What follows belongs to an exercise in optimizing a design on an open flow for small area; a production flow would make more cautious choices. At most, simulation tests tie the RTL to the original design; equivalence was not proved. The flow treats the clock pin as an ideal source, which a real chip does not have. Power figures rest on the tool's default switching activity, not on a simulated workload.

==> run a <==
Design uart_top, start of the top module:
module uart_top #(parameter clk_freq=1000000, baudrate=9600)
				(input clk,
				input reset,
				input newd,
				input [7:0] din,
				input rx,
				output tx,
				output done_tx,
				output done_rx,
				output [7:0] dout);
==> module uart_top, before the edit <==
module uart_top #(parameter clk_freq=1000000, baudrate=9600)
				(input clk,
				input reset,
				input newd,
				input [7:0] din,
				input rx,
				output tx,
				output done_tx,
				output done_rx,
				output [7:0] dout);
	reg [6:0] s;
	reg fb;
	always @* case ({s[6], s[5], s[3], s[1]})
		4'd0: fb = 1'b0;
		4'd1: fb = 1'b1;
		4'd2: fb = 1'b1;
		4'd3: fb = 1'b1;
		4'd4: fb = 1'b0;
		4'd5: fb = 1'b0;
		4'd6: fb = 1'b0;
		4'd7: fb = 1'b1;
		4'd8: fb = 1'b1;
		4'd9: fb = 1'b0;
		4'd10: fb = 1'b0;
		4'd11: fb = 1'b0;
		4'd12: fb = 1'b1;
		4'd13: fb = 1'b1;
		4'd14: fb = 1'b1;
		4'd15: fb = 1'b0;
	endcase
	wire tick = !s[0] & !s[1] & !s[2] & s[4] & s[5];
	always @(posedge clk)
		if (!reset) s <= 7'd34;
		else s <= {s[5:0], fb};
	reg [9:0] sr;
	wire t_rdy = ~|sr[9:1];
	wire ld = tick & t_rdy & newd;
	always @(posedge clk)
		if (!reset) sr <= 10'd0;
		else begin
			if (tick) sr <= {1'b0, sr[9:1]};
			if (ld) sr <= {1'b1, din, 1'b0};
		end
	assign tx = sr[0] | t_rdy;
	assign done_tx = sr[0] & t_rdy;
	reg [3:0] r;
	reg [7:0] d;
	wire r_rdy = !r[3] && r[0];
	wire [3:0] r_nx;
	assign r_nx[0] = r_rdy ? rx : !r[0];
	assign r_nx[1] = r_rdy ? rx : r[1] ^ r[0];
	assign r_nx[2] = !r_rdy & (r[2] ^ (r[1] & r[0]));
	assign r_nx[3] = r_rdy ? !rx : r[3] & !(r[2] & r[1] & r[0]);
	always @(posedge clk) begin
		if (!reset) begin
			r <= 4'd3;
			d <= 8'd0;
		end else if (tick) begin
			r <= r_nx;
			if (r_rdy) d <= 8'd0;
			else if (r[3]) d <= {rx, d[7:1]};
		end
	end
	assign dout = d;
	assign done_rx = !r[3] && r[0] && !r[1];
endmodule
export LEC_CHECK = 0
export CAP_MARGIN = 20
export CORE_AREA = 2.3 2.72 59.8 59.84
export DIE_AREA = 0 0 62 62
export PLACE_DENSITY = 0.85
export SLEW_MARGIN = 20
create_clock -name core_clock -period 10.0 [get_ports {clk}]
standard.sh (not shown) runs the stock make flow with config.mk's settings and CLKGATE_MAP_FILE= SYNTH_SCRIPT=/design/flow/synth_recipe.tcl, a recipe that flattens the netlist after the stock synthesis.
==> flow/flow/run.sh <==
#!/bin/bash
set -euo pipefail
here=$(pwd)
export BUFFER_PORTS_ARGS="-buffer_cell sky130_fd_sc_hd__buf_1"
export PRE_CTS_TCL=$here/flow/pre_cts.tcl
export CTS_ARGS="-clk_nets clk"
export CLKBUF_CELL=${CLKBUF_CELL:-sky130_fd_sc_hd__buf_12}
export CLKBUF_N=${CLKBUF_N:-1}

bash standard.sh synth > synth.log 2>&1

res=$here/orfs/results/${FLOW_PLATFORM}/uart_top/base
cp $res/1_2_yosys.v $here/standard_1_2_yosys.v
export REOPT_LIB=$FLOW_HOME/platforms/sky130hd/lib/sky130_fd_sc_hd__tt_025C_1v80.lib
export REOPT_TOP=$FLOW_TOP
export REOPT_IN=$here/standard_1_2_yosys.v
export REOPT_OUT=$here/reopt_1_2_yosys.v
export REOPT_STAT=$here/reopt_stat.txt
export REOPT_SECONDS=${REOPT_SECONDS:-20}
export EQ_GOLD=$REOPT_IN
export EQ_GATE=$REOPT_OUT
if yosys -c flow/reopt.tcl > reopt.log 2>&1 && yosys -c flow/equiv.tcl > equiv.log 2>&1; then
  echo "using the re-optimised netlist" > reopt_used.txt
  cp $REOPT_OUT $res/1_2_yosys.v
else
  echo "re-optimisation failed or not proved equivalent: standard netlist kept" > reopt_used.txt
fi

bash standard.sh > standard.log 2>&1
==> flow/flow/clkbuf.tcl <==
# Clock tree: CTS_ARGS limits TritonCTS to the clk port net, which then
# has too few sinks to build anything, so this is the whole tree.
# Drive the register clock pins through NBUF clock buffers fed by the clk port.
# Sinks are split into NBUF groups of nearby registers (sorted by x, then y).
set block [ord::get_db_block]
set master [[ord::get_db] findMaster $::env(CLKBUF_CELL)]
set nbuf $::env(CLKBUF_N)
set clknet [$block findNet clk]
set sinks {}
foreach it [$clknet getITerms] {
  set loc [[$it getInst] getLocation]
  lappend sinks [list [lindex $loc 0] [lindex $loc 1] $it]
}
set sinks [lsort -integer -index 0 $sinks]
set n [llength $sinks]
for {set b 0} {$b < $nbuf} {incr b} {
  set lo [expr {($b * $n) / $nbuf}]
  set hi [expr {(($b + 1) * $n) / $nbuf - 1}]
  set grp [lrange $sinks $lo $hi]
  set net [odb::dbNet_create $block clknet_$b]
  $net setSigType CLOCK
  set inst [odb::dbInst_create $block $master clkbuf_$b]
  set sx 0; set sy 0
  foreach s $grp {
    set sx [expr {$sx + [lindex $s 0]}]; set sy [expr {$sy + [lindex $s 1]}]
    set it [lindex $s 2]
    $it disconnect
    $it connect $net
  }
  [$inst findITerm A] connect $clknet
  [$inst findITerm X] connect $net
  $inst setLocation [expr {$sx / [llength $grp]}] [expr {$sy / [llength $grp]}]
  $inst setPlacementStatus PLACED
  puts "clock buffer clkbuf_$b ([$master getName]) drives [llength $grp] sinks"
}
==> flow/flow/downsize.tcl <==
# Swap each logic cell for the smallest-area cell of the same family
# (sky130_fd_sc_hd__<func>_<drive>); timing slack is several ns, so the
# drive strengths ABC chose for speed are not needed. A swap is undone if
# the cell's output slew would exceed MAX_SLEW_NS (placement parasitics),
# so that repair_design does not have to buffer the net afterwards.
# Flip-flops and buffers are left alone.
set max_slew 0.5
set db [ord::get_db]
set block [ord::get_db_block]
set lib_masters {}
foreach lib [$db getLibs] {
  foreach m [$lib getMasters] { lappend lib_masters $m }
}
proc cell_area {m} { expr {[$m getWidth] * [$m getHeight]} }
proc out_slew {iname} {
  set worst 0
  foreach p [get_pins -of_objects [get_cells $iname] -filter "direction==output"] {
    set s [get_property $p slew_max]
    if {$s > $worst} { set worst $s }
  }
  return $worst
}
set dont_use [split $::env(DONT_USE_CELLS)]
estimate_parasitics -placement
foreach inst [$block getInsts] {
  set m [$inst getMaster]
  set name [$m getName]
  if {![regexp {^(sky130_fd_sc_hd__[a-z0-9]+)_([0-9]+)$} $name -> base drive]} { continue }
  if {[regexp {df|edf|sdf|dl|clk|buf|tap|fill|decap|conb|ha$|fa$} $base]} { continue }
  set best $m
  foreach c $lib_masters {
    set cn [$c getName]
    if {![regexp "^${base}_\[0-9\]+\$" $cn]} { continue }
    if {[lsearch -exact $dont_use $cn] >= 0} { continue }
    if {[cell_area $c] < [cell_area $best]} { set best $c }
  }
  if {$best eq $m} { continue }
  set iname [$inst getName]
  replace_cell $iname [$best getName]
  estimate_parasitics -placement
  set s [out_slew $iname]
  if {$s > $max_slew} {
    replace_cell $iname $name
    estimate_parasitics -placement
    puts "keep $iname: $name (slew [format %.3f $s] ns as [$best getName])"
  } else {
    puts "downsize $iname: $name -> [$best getName] (slew [format %.3f $s] ns)"
  }
}
==> flow/flow/equiv.tcl <==
# Check that two netlists with the same flip-flops (by instance name) are
# equivalent: the flip-flop outputs are matched by name and the logic
# between them is proved equal (equiv_simple, then induction).
yosys -import
set lib $::env(REOPT_LIB)
foreach {f tag} [list $::env(EQ_GOLD) gold $::env(EQ_GATE) gate] {
  design -reset
  read_liberty -ignore_miss_func $lib
  read_verilog $f
  hierarchy -top $::env(REOPT_TOP)
  flatten
  delete t:\$scopeinfo
  opt_clean
  yosys rename -hide w:_*_ w:*.*
  yosys rename $::env(REOPT_TOP) $tag
  design -stash $tag
}
design -reset
design -copy-from gold -as gold gold
design -copy-from gate -as gate gate
equiv_make gold gate equiv
hierarchy -top equiv
async2sync
equiv_simple -seq 2
equiv_induct -seq 2
equiv_status -assert
==> flow/flow/reopt.tcl <==
# Re-optimise the combinational logic of the standard synthesis netlist.
# The flip-flops stay as they are (same instances, names and cell types):
# they are made black boxes, every other cell is flattened into gates, and
# ABC maps those gates again for area with a much longer search than the
# standard synthesis uses. Reads REOPT_IN, writes REOPT_OUT.
yosys -import
set lib $::env(REOPT_LIB)
read_liberty -ignore_miss_func $lib
read_verilog $::env(REOPT_IN)
hierarchy -top $::env(REOPT_TOP)
blackbox sky130_fd_sc_hd__df* sky130_fd_sc_hd__edf* sky130_fd_sc_hd__sdf*
flatten
yosys rename -hide w:*.*
delete t:\$scopeinfo
opt_clean
opt
set script "+strash;&get,-n;&deepsyn,-T,$::env(REOPT_SECONDS);&put;dch,-f;&get,-n;&nf,-R,1000;&put;topo;dnsize"
abc -liberty $lib -dont_use *probe* -dont_use *lpflow* -script $script
# cell interfaces again (hierarchy dropped the unused ones), for the checks
read_liberty -lib -overwrite -ignore_miss_func $lib
opt_clean -purge
hilomap -singleton -hicell sky130_fd_sc_hd__conb_1 HI -locell sky130_fd_sc_hd__conb_1 LO
splitnets
opt_clean -purge
insbuf -buf sky130_fd_sc_hd__buf_1 A X
check -assert
tee -o $::env(REOPT_STAT) stat -liberty $lib
write_verilog -noattr -nohex -nodec $::env(REOPT_OUT)
Other scripts of this flow, unchanged in this note and not shown: flow/flow/pre_cts.tcl
==> inputs of run b, as changes to run a <==
--- a/flow/design.v
+++ b/flow/design.v
@@ -34,13 +34,9 @@
 		else s <= {s[5:0], fb};
 	reg [9:0] sr;
 	wire t_rdy = ~|sr[9:1];
-	wire ld = tick & t_rdy & newd;
 	always @(posedge clk)
 		if (!reset) sr <= 10'd0;
-		else begin
-			if (tick) sr <= {1'b0, sr[9:1]};
-			if (ld) sr <= {1'b1, din, 1'b0};
-		end
+		else if (tick) sr <= (t_rdy && newd) ? {1'b1, din, 1'b0} : {1'b0, sr[9:1]};
 	assign tx = sr[0] | t_rdy;
 	assign done_tx = sr[0] & t_rdy;
 	reg [3:0] r;
==> flow/flow/run.sh (replaced) <==
#!/bin/bash
set -euo pipefail
here=$(pwd)
export BUFFER_PORTS_ARGS="-buffer_cell sky130_fd_sc_hd__buf_1"
export PRE_CTS_TCL=$here/flow/pre_cts.tcl
export CTS_ARGS="-clk_nets clk"
export CLKBUF_CELL=${CLKBUF_CELL:-sky130_fd_sc_hd__buf_12}
export CLKBUF_N=${CLKBUF_N:-1}
bash standard.sh > standard.log 2>&1
removed: flow/flow/equiv.tcl
removed: flow/flow/reopt.tcl
==> inputs of run c, as changes to run a <==
==> flow/design.v (replaced) <==
module uart_top #(parameter clk_freq=1000000, baudrate=9600)
				(input clk,
				input reset,
				input newd,
				input [7:0] din,
				input rx,
				output tx,
				output done_tx,
				output done_rx,
				output [7:0] dout);
	reg [6:0] s;
	wire fb = s[6] ^ (s[4] ? !(s[2] | s[0]) : (s[2] | !s[0]));
	wire tick = (s == 7'h50);
	always @(posedge clk)
		if (!reset) s <= 7'h40;
		else s <= {s[5:0], fb};
	reg [3:0] t;
	reg [7:0] temp;
	wire t_rdy = !t[3] && !t[0];
	wire [3:0] t_nx;
	assign t_nx[0] = t_rdy ? newd : !t[0];
	assign t_nx[1] = t_rdy | (t[1] ^ t[0]);
	assign t_nx[2] = t_rdy | (t[2] ^ (t[1] & t[0]));
	assign t_nx[3] = !(t_rdy | (t[3] & t[2] & t[1] & t[0]));
	always @(posedge clk) begin
		if (!reset) t <= 4'd6;
		else if (tick) begin
			t <= t_nx;
		end
		if (t_rdy) temp <= din;
	end
	assign tx = t[3] ? temp[t[2:0]] : !t[0];
	assign done_tx = !t[3] && !t[1];
	reg [3:0] r;
	reg [7:0] d;
	wire r_rdy = !r[3] && r[0];
	wire [3:0] r_nx;
	assign r_nx[0] = r_rdy ? rx : !r[0];
	assign r_nx[1] = r_rdy ? rx : r[1] ^ r[0];
	assign r_nx[2] = !r_rdy & (r[2] ^ (r[1] & r[0]));
	assign r_nx[3] = r_rdy ? !rx : r[3] & !(r[2] & r[1] & r[0]);
	always @(posedge clk) begin
		if (!reset) begin
			r <= 4'd3;
			d <= 8'd0;
		end else if (tick) begin
			r <= r_nx;
			if (r_rdy) d <= 8'd0;
			else if (r[3]) d <= {rx, d[7:1]};
		end
	end
	assign dout = d;
	assign done_rx = !r[3] && r[0] && !r[1];
endmodule
==> flow/flow/run.sh (replaced) <==
#!/bin/bash
set -euo pipefail
here=$(pwd)
export BUFFER_PORTS_ARGS="-buffer_cell sky130_fd_sc_hd__buf_1"
export PRE_CTS_TCL=$here/flow/pre_cts.tcl
export CTS_ARGS="-clk_nets clk"
export CLKBUF_CELL=${CLKBUF_CELL:-sky130_fd_sc_hd__clkbuf_16}
export CLKBUF_N=${CLKBUF_N:-1}
bash standard.sh > standard.log 2>&1
==> flow/flow/downsize.tcl (replaced) <==
set db [ord::get_db]
set block [ord::get_db_block]
set lib_masters {}
foreach lib [$db getLibs] {
  foreach m [$lib getMasters] { lappend lib_masters $m }
}
proc cell_area {m} { expr {[$m getWidth] * [$m getHeight]} }
set dont_use [split $::env(DONT_USE_CELLS)]
set saved 0
foreach inst [$block getInsts] {
  set m [$inst getMaster]
  set name [$m getName]
  if {![regexp {^(sky130_fd_sc_hd__[a-z0-9]+)_([0-9]+)$} $name -> base drive]} { continue }
  if {[regexp {df|edf|sdf|dl|clk|buf|tap|fill|decap|conb|ha$|fa$} $base]} { continue }
  set best $m
  foreach c $lib_masters {
    set cn [$c getName]
    if {![regexp "^${base}_\[0-9\]+\$" $cn]} { continue }
    if {[lsearch -exact $dont_use $cn] >= 0} { continue }
    if {[cell_area $c] < [cell_area $best]} { set best $c }
  }
  if {$best ne $m} {
    puts "downsize [$inst getName]: $name -> [$best getName]"
    replace_cell [$inst getName] [$best getName]
  }
}
--- a/flow/config.mk
+++ b/flow/config.mk
@@ -6,7 +6,7 @@
 export NUM_CORES = 4
 export LEC_CHECK = 0
 export CAP_MARGIN = 20
-export CORE_AREA = 2.3 2.72 59.8 59.84
-export DIE_AREA = 0 0 62 62
+export CORE_MARGIN = 2
+export CORE_UTILIZATION = 70
 export PLACE_DENSITY = 0.85
 export SLEW_MARGIN = 20
removed: flow/flow/equiv.tcl
removed: flow/flow/reopt.tcl
==> summary of the runs <==
Against run b, the register-to-register slack of run c is higher by 0.09 ns.
Against run b, the cell area of run c is larger by about 4.3%.
The highest combinational power belongs to run c, the lowest to run a.
Clock power: run b is lower than run c (8.9%).
Against run a, the flip-flop and latch count of run c is higher by 2.
In run c the via count is higher than in run a, by 17%.
Synthesized cell count: run b > run c > run a.
Sequential share of layout area, lowest first: run b, run a, run c.
Run b went through all stages and came out clean. Run a finished with timing, DRC and antenna clean. Run c completed with no timing, DRC or antenna violations.
The highest clock skew belongs to run b, the lowest to run c.
Area after synthesis, lowest first: run a, run b, run c.
No functional check of the RTL was part of run c.

[re-timing with driven ports]
The results above use ideal ports. As a check the final layouts listed here were re-extracted and re-timed, cells and wires unchanged. Step 1 assumes that a clkbuf_16 drives the clock port and a buf_2 every other input. Step 2 adds t to the input delays and takes it off the output delays; t is the mean of the earliest and latest rising clock arrival at the registers after step 1. Input paths then give back, and output paths get back, about the clock's delay inside the block. Slacks: ideal / step 1 / step 2; pairs: ideal / step 1.
run	t (ns)	setup WS [ns]	latest minus earliest clock arrival (ns)	worst register clock-pin slew, ns	worst slew at a driven data input, ns
run a	0.169	6.033 / 6.034 / 5.865	0.004 / 0.004	0.11 / 0.11	0.03
run b	0.169	6.389 / 6.357 / 6.526	0.004 / 0.003	0.11 / 0.11	0.03
run c	0.193	6.524 / 6.497 / 6.656	0.003 / 0.003	0.11 / 0.11	0.03
After both steps setup and hold are still met in every run listed. The setup slack of run a, which loses most, moves by +0.001 ns with the drivers and by -0.168 ns with both steps.
